From an optimization exercise on the open Yosys and OpenROAD flow, aimed at small area, a short achievable clock period and few clock cycles; shortcuts taken in it are not production practice. The RTL was checked by simulation tests, not by an equivalence proof against the original design.

## yarrow
==> flow/design.v <==
module miniMIPS_Top
(
    input  wire         clk,
    input  wire         rst,
    output wire [31: 0] inst_addr,
    input  wire [31: 0] inst_data,
    output wire         data_wen,
    output wire [31: 0] data_addr,
    output wire [31: 0] data_dout,
    input  wire [31: 0] data_din
);
    reg  [31: 0] fpc;            
    reg  [31: 0] d_inst;         
    reg  [31: 0] d_rs;           
    reg  [31: 0] d_rt;
    reg          d_hs;           
    reg          d_ht;
    reg          d_ws;           
    reg          d_wt;
    reg          d_vs;           
    reg          d_vt;           
    reg  [31: 0] e_op1;
    reg  [31: 0] e_op2;
    reg  [31: 0] e_addr;         
    reg  [ 4: 0] e_rd;
    reg          e_wen;          
    reg          e_sub;
    reg          e_ssum;         
    reg          e_slog;         
    reg          e_sslt;         
    reg          e_ssh;          
    reg  [ 4: 0] e_sa;           
    reg          w_en;           
    reg  [ 4: 0] w_rd;
    reg  [31: 0] w_res;
    reg  [31: 0] v_res;          
    reg  [ 1: 0] e_lop;          
    reg          e_sltu;
    reg          e_shr;          
    reg          e_sar;          
    reg          e_load;
    reg          e_store;
    reg          e_br;           
    reg  [ 1: 0] e_bc;           
    reg          e_pred;         
    wire [33: 0] sum34 = {1'b0, e_op1, 1'b1} + {1'b0, e_op2, e_sub};
    wire [31: 0] sum   = sum34[32:1];
    wire         b31   = ~e_op2[31];
    wire         slt   = (e_op1[31] ^ b31) ? (e_sltu ? b31 : e_op1[31]) : sum[31];
    reg  [31: 0] lres;
    always @(*) begin
        case (e_lop)
            2'd0: lres = e_op1 & e_op2;
            2'd1: lres = e_op1 | e_op2;
            2'd2: lres = e_op1 ^ e_op2;
            default: lres = ~(e_op1 | e_op2);
        endcase
    end
    wire [31: 0] sh_in;
    wire [31: 0] sh_out;
    wire [31: 0] sh_r;
    genvar gi;
    generate
        for (gi = 0; gi < 32; gi = gi + 1) begin : g_rev
            assign sh_in[gi]  = e_shr ? e_op2[gi] : e_op2[31-gi];
            assign sh_out[gi] = e_shr ? sh_r[gi]  : sh_r[31-gi];
        end
    endgenerate
    wire         sh_fill = e_sar & e_op2[31];
    wire [63: 0] sh_w    = {{32{sh_fill}}, sh_in} >> e_sa;
    assign sh_r = sh_w[31:0];
    wire [31: 0] ex_res = ({32{e_ssum}} & sum)
                        | ({32{e_slog}} & lres)
                        | {31'b0, e_sslt & slt}
                        | ({32{e_ssh}}  & sh_out)
                        | ({32{e_load}} & data_din);
    assign inst_addr = fpc;
    assign data_addr = e_addr;
    assign data_wen  = e_store;
    assign data_dout = e_op2;
    wire         eq_e   = (e_op1 == e_op2);
    wire         cnd_e  = (e_bc[1] ? (e_op1[31] | eq_e) : eq_e) ^ e_bc[0];
    wire         miss   = e_br & (cnd_e ^ e_pred);
    wire [31: 0] rf [0:31];
    assign rf[0] = 32'b0;
    generate
        for (gi = 1; gi < 32; gi = gi + 1) begin : g_rf
            reg [31: 0] q;
            always @(posedge clk) begin
                if (w_en && w_rd == gi) q <= w_res;
            end
            assign rf[gi] = q;
        end
    endgenerate
    wire [ 5: 0] opc   = d_inst[31:26];
    wire [ 4: 0] rs    = d_inst[25:21];
    wire [ 4: 0] rt    = d_inst[20:16];
    wire [ 4: 0] rd    = d_inst[15:11];
    wire [ 4: 0] sa    = d_inst[10: 6];
    wire [ 5: 0] fn    = d_inst[ 5: 0];
    wire [15: 0] imm   = d_inst[15: 0];
    wire         i_mem   = opc[5];                        
    wire         i_ialu  = ~opc[5] & opc[3];              
    wire         i_low   = ~opc[5] & ~opc[3];             
    wire         i_spec  = i_low & ~opc[2] & ~opc[1];     
    wire         i_j     = i_low & ~opc[2] & opc[1];      
    wire         i_jal   = i_j & opc[0];
    wire         i_br    = i_low & opc[2];
    wire         i_load  = i_mem & ~opc[3];
    wire         i_store = i_mem & opc[3];
    wire         r_jr    = ~fn[5] & fn[3];
    wire         r_sh    = ~fn[5] & ~fn[3];
    wire         r_shi   = r_sh & ~fn[2];                 
    wire         i_jr    = i_spec & r_jr;
    reg  [ 4: 0] dst;
    always @(*) begin
        if (i_spec)      dst = r_jr ? 5'd0 : rd;
        else if (i_jal)  dst = 5'd31;
        else if (i_ialu | i_load) dst = rt;
        else             dst = 5'd0;
    end
    reg          c_sub;
    reg  [ 1: 0] c_rsel;
    reg  [ 1: 0] c_lop;
    reg          c_sltu;
    always @(*) begin
        c_sub  = 1'b0;
        c_rsel = 2'd0;
        c_lop  = 2'd0;
        c_sltu = 1'b0;
        if (i_spec) begin
            if (r_sh) c_rsel = 2'd3;
            else if (fn[3]) begin            
                c_sub = 1'b1; c_rsel = 2'd2; c_sltu = fn[0];
            end else if (fn[2]) begin        
                c_rsel = 2'd1; c_lop = fn[1:0];
            end else begin                   
                c_sub = fn[1];
            end
        end else if (i_ialu) begin
            case (opc[2:0])
                3'b010: begin c_sub = 1'b1; c_rsel = 2'd2; end
                3'b011: begin c_sub = 1'b1; c_rsel = 2'd2; c_sltu = 1'b1; end
                3'b100: begin c_rsel = 2'd1; c_lop = 2'd0; end
                3'b101: begin c_rsel = 2'd1; c_lop = 2'd1; end
                3'b110: begin c_rsel = 2'd1; c_lop = 2'd2; end
                3'b111: begin c_rsel = 2'd1; c_lop = 2'd1; end    
                default: ;
            endcase
        end
    end
    wire [31: 0] sext = {{16{imm[15]}}, imm};
    reg  [31: 0] imm32;
    always @(*) begin
        if (i_jal)                                imm32 = 32'b0;
        else if (i_ialu & (opc[2:0] == 3'b111))   imm32 = {imm, 16'b0};
        else if (i_ialu & opc[2])                 imm32 = {16'b0, imm};
        else                                      imm32 = sext;
    end
    wire         use_imm = i_ialu | i_load | i_jal;
    wire         use_sa  = i_spec & r_shi;
    wire [31: 0] rs_rf = d_ws ? w_res : (d_vs ? v_res : d_rs);
    wire [31: 0] rt_rf = d_wt ? w_res : (d_vt ? v_res : d_rt);
    wire         hit_s = d_hs;           
    wire         hit_t = d_ht;
    wire [31: 0] rs_v  = hit_s ? ex_res : rs_rf;
    wire [31: 0] rt_v  = hit_t ? ex_res : rt_rf;
    wire [31: 0] pc_inc    = fpc + 32'd4;
    wire [31: 0] br_target = fpc + {sext[29:0], 2'b00};
    wire [31: 0] j_target  = {fpc[31:28], d_inst[25:0], 2'b00};
    wire         stall   = i_mem & (hit_s | d_ws | d_vs);
    wire         bubble  = stall | miss;
    wire [31: 0] addr_n  = d_rs + sext;
    wire         eq_d    = (rs_rf == rt_rf);
    wire         cnd_d   = (opc[1] ? (rs_rf[31] | eq_d) : eq_d) ^ opc[0];
    wire         dep_alu = hit_s | (hit_t & ~opc[1]);
    wire         pred    = imm[15];                       
    wire         tk_d    = dep_alu ? pred : cnd_d;
    wire [31: 0] op1_o = use_sa ? {27'b0, sa} : (i_jal ? pc_inc : rs_rf);
    wire [31: 0] op2_o = (use_imm ? imm32 : rt_rf) ^ {32{c_sub}};
    wire [31: 0] op1_n = (hit_s & ~use_sa & ~i_jal) ? ex_res : op1_o;
    wire [31: 0] op2_n = (hit_t & ~use_imm)          ? (ex_res ^ {32{c_sub}}) : op2_o;
    wire [31: 0] ea_n  = i_br ? (pred ? pc_inc : br_target) : addr_n;
    reg  [31: 0] fpc_n;
    always @(*) begin
        if (miss)                 fpc_n = e_addr;
        else if (stall)           fpc_n = fpc;
        else if (i_jr)            fpc_n = rs_v;
        else if (i_j)             fpc_n = j_target;
        else if (i_br & tk_d)     fpc_n = br_target;
        else                      fpc_n = pc_inc;
    end
    wire [ 4: 0] f_rs   = inst_data[25:21];
    wire [ 4: 0] f_rt   = inst_data[20:16];
    wire [31: 0] f_rs_v = rf[f_rs];
    wire [31: 0] f_rt_v = rf[f_rt];
    always @(posedge clk) begin
        if (stall) begin
            d_rs <= rs_v;
            d_rt <= rt_v;
        end else begin
            d_rs <= f_rs_v;
            d_rt <= f_rt_v;
        end
    end
    always @(posedge clk, posedge rst) begin
        if (rst) begin
            fpc    <= 32'b0;
            d_inst <= 32'b0;
            d_hs   <= 1'b0;
            d_ht   <= 1'b0;
            d_ws   <= 1'b0;
            d_wt   <= 1'b0;
            d_vs   <= 1'b0;
            d_vt   <= 1'b0;
        end else begin
            fpc    <= {fpc_n[31:2], 2'b00};
            d_hs   <= ~bubble & (dst != 5'd0) & (dst == f_rs);
            d_ht   <= ~bubble & (dst != 5'd0) & (dst == f_rt);
            if (stall) begin                 
                d_ws <= 1'b0;
                d_wt <= 1'b0;
                d_vs <= 1'b0;
                d_vt <= 1'b0;
            end else begin
                d_ws <= ~miss & e_wen & (e_rd == f_rs);
                d_wt <= ~miss & e_wen & (e_rd == f_rt);
                d_vs <= ~miss & w_en & (w_rd == f_rs);
                d_vt <= ~miss & w_en & (w_rd == f_rt);
            end
            if (miss)        d_inst <= 32'b0;
            else if (!stall) d_inst <= inst_data;
        end
    end
    always @(posedge clk, posedge rst) begin
        if (rst) begin
            e_rd    <= 5'd0;
            e_wen   <= 1'b0;
            e_load  <= 1'b0;
            e_store <= 1'b0;
            e_br    <= 1'b0;
        end else begin
            e_rd    <= dst;
            e_wen   <= (dst != 5'd0) & ~stall;
            e_load  <= i_load & ~stall;
            e_store <= i_store & ~stall;
            e_br    <= i_br & dep_alu;
        end
    end
    always @(posedge clk, posedge rst) begin
        if (rst) begin
            w_en <= 1'b0;
            w_rd <= 5'd0;
        end else begin
            w_en <= e_wen;
            w_rd <= e_rd;
        end
    end
    always @(posedge clk) begin
        w_res  <= ex_res;
        v_res  <= w_res;
        e_op1  <= op1_n;
        e_op2  <= op2_n;
        e_addr <= ea_n;
        e_sub  <= c_sub;
        e_ssum <= (c_rsel == 2'd0) & ~i_load;
        e_slog <= (c_rsel == 2'd1);
        e_sslt <= (c_rsel == 2'd2);
        e_ssh  <= (c_rsel == 2'd3);
        e_sa   <= (c_rsel == 2'd3) ? op1_n[4:0] : 5'd0;
        e_lop  <= c_lop;
        e_sltu <= c_sltu;
        e_shr  <= fn[1];
        e_sar  <= fn[0];
        e_bc   <= opc[1:0];
        e_pred <= pred;
    end
endmodule
==> flow/config.mk <==
export PLATFORM = sky130hd
export DESIGN_NAME = miniMIPS_Top
export DESIGN_NICKNAME = miniMIPS_Top
export VERILOG_FILES = /design/flow/design.v
export SDC_FILE = /design/flow/constraint.sdc
export NUM_CORES = 4
export LEC_CHECK = 0
export CAP_MARGIN = 20
export CORE_MARGIN = 2
export CORE_UTILIZATION = 45
export SETUP_SLACK_MARGIN = 5
export SLEW_MARGIN = 20
==> flow/constraint.sdc <==
create_clock -name core_clock -period 9.0 [get_ports {clk}]
set_input_delay 1.8000 -clock core_clock [delete_from_list [all_inputs] [get_ports {clk}]]
set_output_delay 1.8000 -clock core_clock [all_outputs]
set_load 0.01 [all_outputs]
run.sh (not shown) runs the stock make flow with config.mk's settings and CLKGATE_MAP_FILE= SYNTH_SCRIPT=/design/flow/synth_recipe.tcl, a recipe that flattens the netlist after the stock synthesis.
Testbench counts of yarrow, summed over its fixed seeds: cycles 55,394.
Changes in cedar relative to yarrow:
-- flow/design.v --
<<< yarrow, line 18
    reg          d_ws;           
    reg          d_wt;
    reg          d_vs;           
    reg          d_vt;           
    reg  [31: 0] e_op1;
    reg  [31: 0] e_op2;
>>> cedar, line 18
    reg          d_ws;           
    reg          d_wt;
    reg  [31: 0] e_op1;
    reg  [31: 0] e_op2;
<<< yarrow, line 34
    reg  [ 4: 0] w_rd;
    reg  [31: 0] w_res;
    reg  [31: 0] v_res;          
    reg  [ 1: 0] e_lop;          
    reg          e_sltu;
>>> cedar, line 32
    reg  [ 4: 0] w_rd;
    reg  [31: 0] w_res;
    reg  [ 1: 0] e_lop;          
    reg          e_sltu;
<<< yarrow, line 160
    wire         use_imm = i_ialu | i_load | i_jal;
    wire         use_sa  = i_spec & r_shi;
    wire [31: 0] rs_rf = d_ws ? w_res : (d_vs ? v_res : d_rs);
    wire [31: 0] rt_rf = d_wt ? w_res : (d_vt ? v_res : d_rt);
    wire         hit_s = d_hs;           
    wire         hit_t = d_ht;
>>> cedar, line 157
    wire         use_imm = i_ialu | i_load | i_jal;
    wire         use_sa  = i_spec & r_shi;
    wire [31: 0] rs_rf = d_ws ? w_res : d_rs;
    wire [31: 0] rt_rf = d_wt ? w_res : d_rt;
    wire         hit_s = d_hs;           
    wire         hit_t = d_ht;
<<< yarrow, line 169
    wire [31: 0] br_target = fpc + {sext[29:0], 2'b00};
    wire [31: 0] j_target  = {fpc[31:28], d_inst[25:0], 2'b00};
    wire         stall   = i_mem & (hit_s | d_ws | d_vs);
    wire         bubble  = stall | miss;
    wire [31: 0] addr_n  = d_rs + sext;
    wire         eq_d    = (rs_rf == rt_rf);
    wire         cnd_d   = (opc[1] ? (rs_rf[31] | eq_d) : eq_d) ^ opc[0];
>>> cedar, line 166
    wire [31: 0] br_target = fpc + {sext[29:0], 2'b00};
    wire [31: 0] j_target  = {fpc[31:28], d_inst[25:0], 2'b00};
    wire         stall   = i_mem & hit_s;
    wire         bubble  = stall | miss;
    wire [31: 0] addr_n  = rs_rf + sext;
    wire         eq_d    = (rs_rf == rt_rf);
    wire         cnd_d   = (opc[1] ? (rs_rf[31] | eq_d) : eq_d) ^ opc[0];
<<< yarrow, line 193
    wire [ 4: 0] f_rs   = inst_data[25:21];
    wire [ 4: 0] f_rt   = inst_data[20:16];
    wire [31: 0] f_rs_v = rf[f_rs];
    wire [31: 0] f_rt_v = rf[f_rt];
    always @(posedge clk) begin
        if (stall) begin
            d_rs <= rs_v;
            d_rt <= rt_v;
        end else begin
            d_rs <= f_rs_v;
>>> cedar, line 190
    wire [ 4: 0] f_rs   = inst_data[25:21];
    wire [ 4: 0] f_rt   = inst_data[20:16];
    wire [31: 0] f_rs_v = (w_en & (w_rd == f_rs)) ? w_res : rf[f_rs];
    wire [31: 0] f_rt_v = (w_en & (w_rd == f_rt)) ? w_res : rf[f_rt];
    always @(posedge clk) begin
        if (stall) begin
            d_rs <= rs_rf;
            d_rt <= rt_rf;
        end else begin
            d_rs <= f_rs_v;
<<< yarrow, line 212
            d_ws   <= 1'b0;
            d_wt   <= 1'b0;
            d_vs   <= 1'b0;
            d_vt   <= 1'b0;
        end else begin
            fpc    <= {fpc_n[31:2], 2'b00};
>>> cedar, line 209
            d_ws   <= 1'b0;
            d_wt   <= 1'b0;
        end else begin
            fpc    <= {fpc_n[31:2], 2'b00};
<<< yarrow, line 219
            d_ht   <= ~bubble & (dst != 5'd0) & (dst == f_rt);
            if (stall) begin                 
                d_ws <= 1'b0;
                d_wt <= 1'b0;
                d_vs <= 1'b0;
                d_vt <= 1'b0;
            end else begin
                d_ws <= ~miss & e_wen & (e_rd == f_rs);
                d_wt <= ~miss & e_wen & (e_rd == f_rt);
                d_vs <= ~miss & w_en & (w_rd == f_rs);
                d_vt <= ~miss & w_en & (w_rd == f_rt);
            end
            if (miss)        d_inst <= 32'b0;
>>> cedar, line 214
            d_ht   <= ~bubble & (dst != 5'd0) & (dst == f_rt);
            if (stall) begin                 
                d_ws <= d_hs;
                d_wt <= d_ht;
            end else begin
                d_ws <= ~miss & e_wen & (e_rd == f_rs);
                d_wt <= ~miss & e_wen & (e_rd == f_rt);
            end
            if (miss)        d_inst <= 32'b0;
<<< yarrow, line 259
    always @(posedge clk) begin
        w_res  <= ex_res;
        v_res  <= w_res;
        e_op1  <= op1_n;
        e_op2  <= op2_n;
>>> cedar, line 250
    always @(posedge clk) begin
        w_res  <= ex_res;
        e_op1  <= op1_n;
        e_op2  <= op2_n;
[summary]
- Having completed the whole flow, cedar delivered a layout that passed the timing, DRC and antenna checks.
- Relative to yarrow, the maximum number of pins on one net before global-route repair measured on cedar has increased by more than a quarter.
- Compared to yarrow, cedar has fewer flip-flops.
- cedar packs its core more loosely than yarrow.
- [cedar] clock skew fell 0.020 ns relative to yarrow
- Of cedar and yarrow, the higher met3 routed wirelength belongs to yarrow.
- Comparing cedar against yarrow, there is no change at all in cell count of the worst hold path.
- yarrow was larger in final cell area than cedar.
- Comparing cedar and yarrow, the higher via count of the first global-routing pass was measured on cedar.
- cedar and yarrow ended up with nearly the same async set or reset register ratio after synthesis.
- Synthesized cell area: yarrow vs cedar — no meaningful difference
- cedar against yarrow: placed standard-cell area now sits lower; instance count after placement with tap cells included now sits lower; wire length of the first global-routing pass now sits higher; count of non-CTS inverters in the layout now sits higher.
Testbench counts of cedar, summed over its fixed seeds: cycles 55,394.

## port drivers added, routing unchanged
The flow's constraints put no driver on any port. The routed layouts listed below were extracted and timed again, unchanged, in two steps.
Step 1: set_driving_cell puts a clkbuf_16 on clk and a buf_2 on each other input, an assumption about the parent block.
Step 2, shift: input delay + t, output delay - t, t = (earliest + latest rising clock arrival at the registers) / 2. This alone moves slack from input paths to output paths.
Slacks: no drivers / after step 1 / after step 2; pairs: no drivers / after step 1.
run | t (ns) | setup WS [ns] | worst setup path after step 2
yarrow | 0.899 | 4.788 / 4.827 / 3.927 | input to register
cedar | 0.873 | 4.718 / 4.767 / 3.894 | input to register
After both steps every run listed still meets setup and hold. The setup slack of yarrow, which loses most, moves by +0.039 ns with the drivers and by -0.861 ns with both steps.
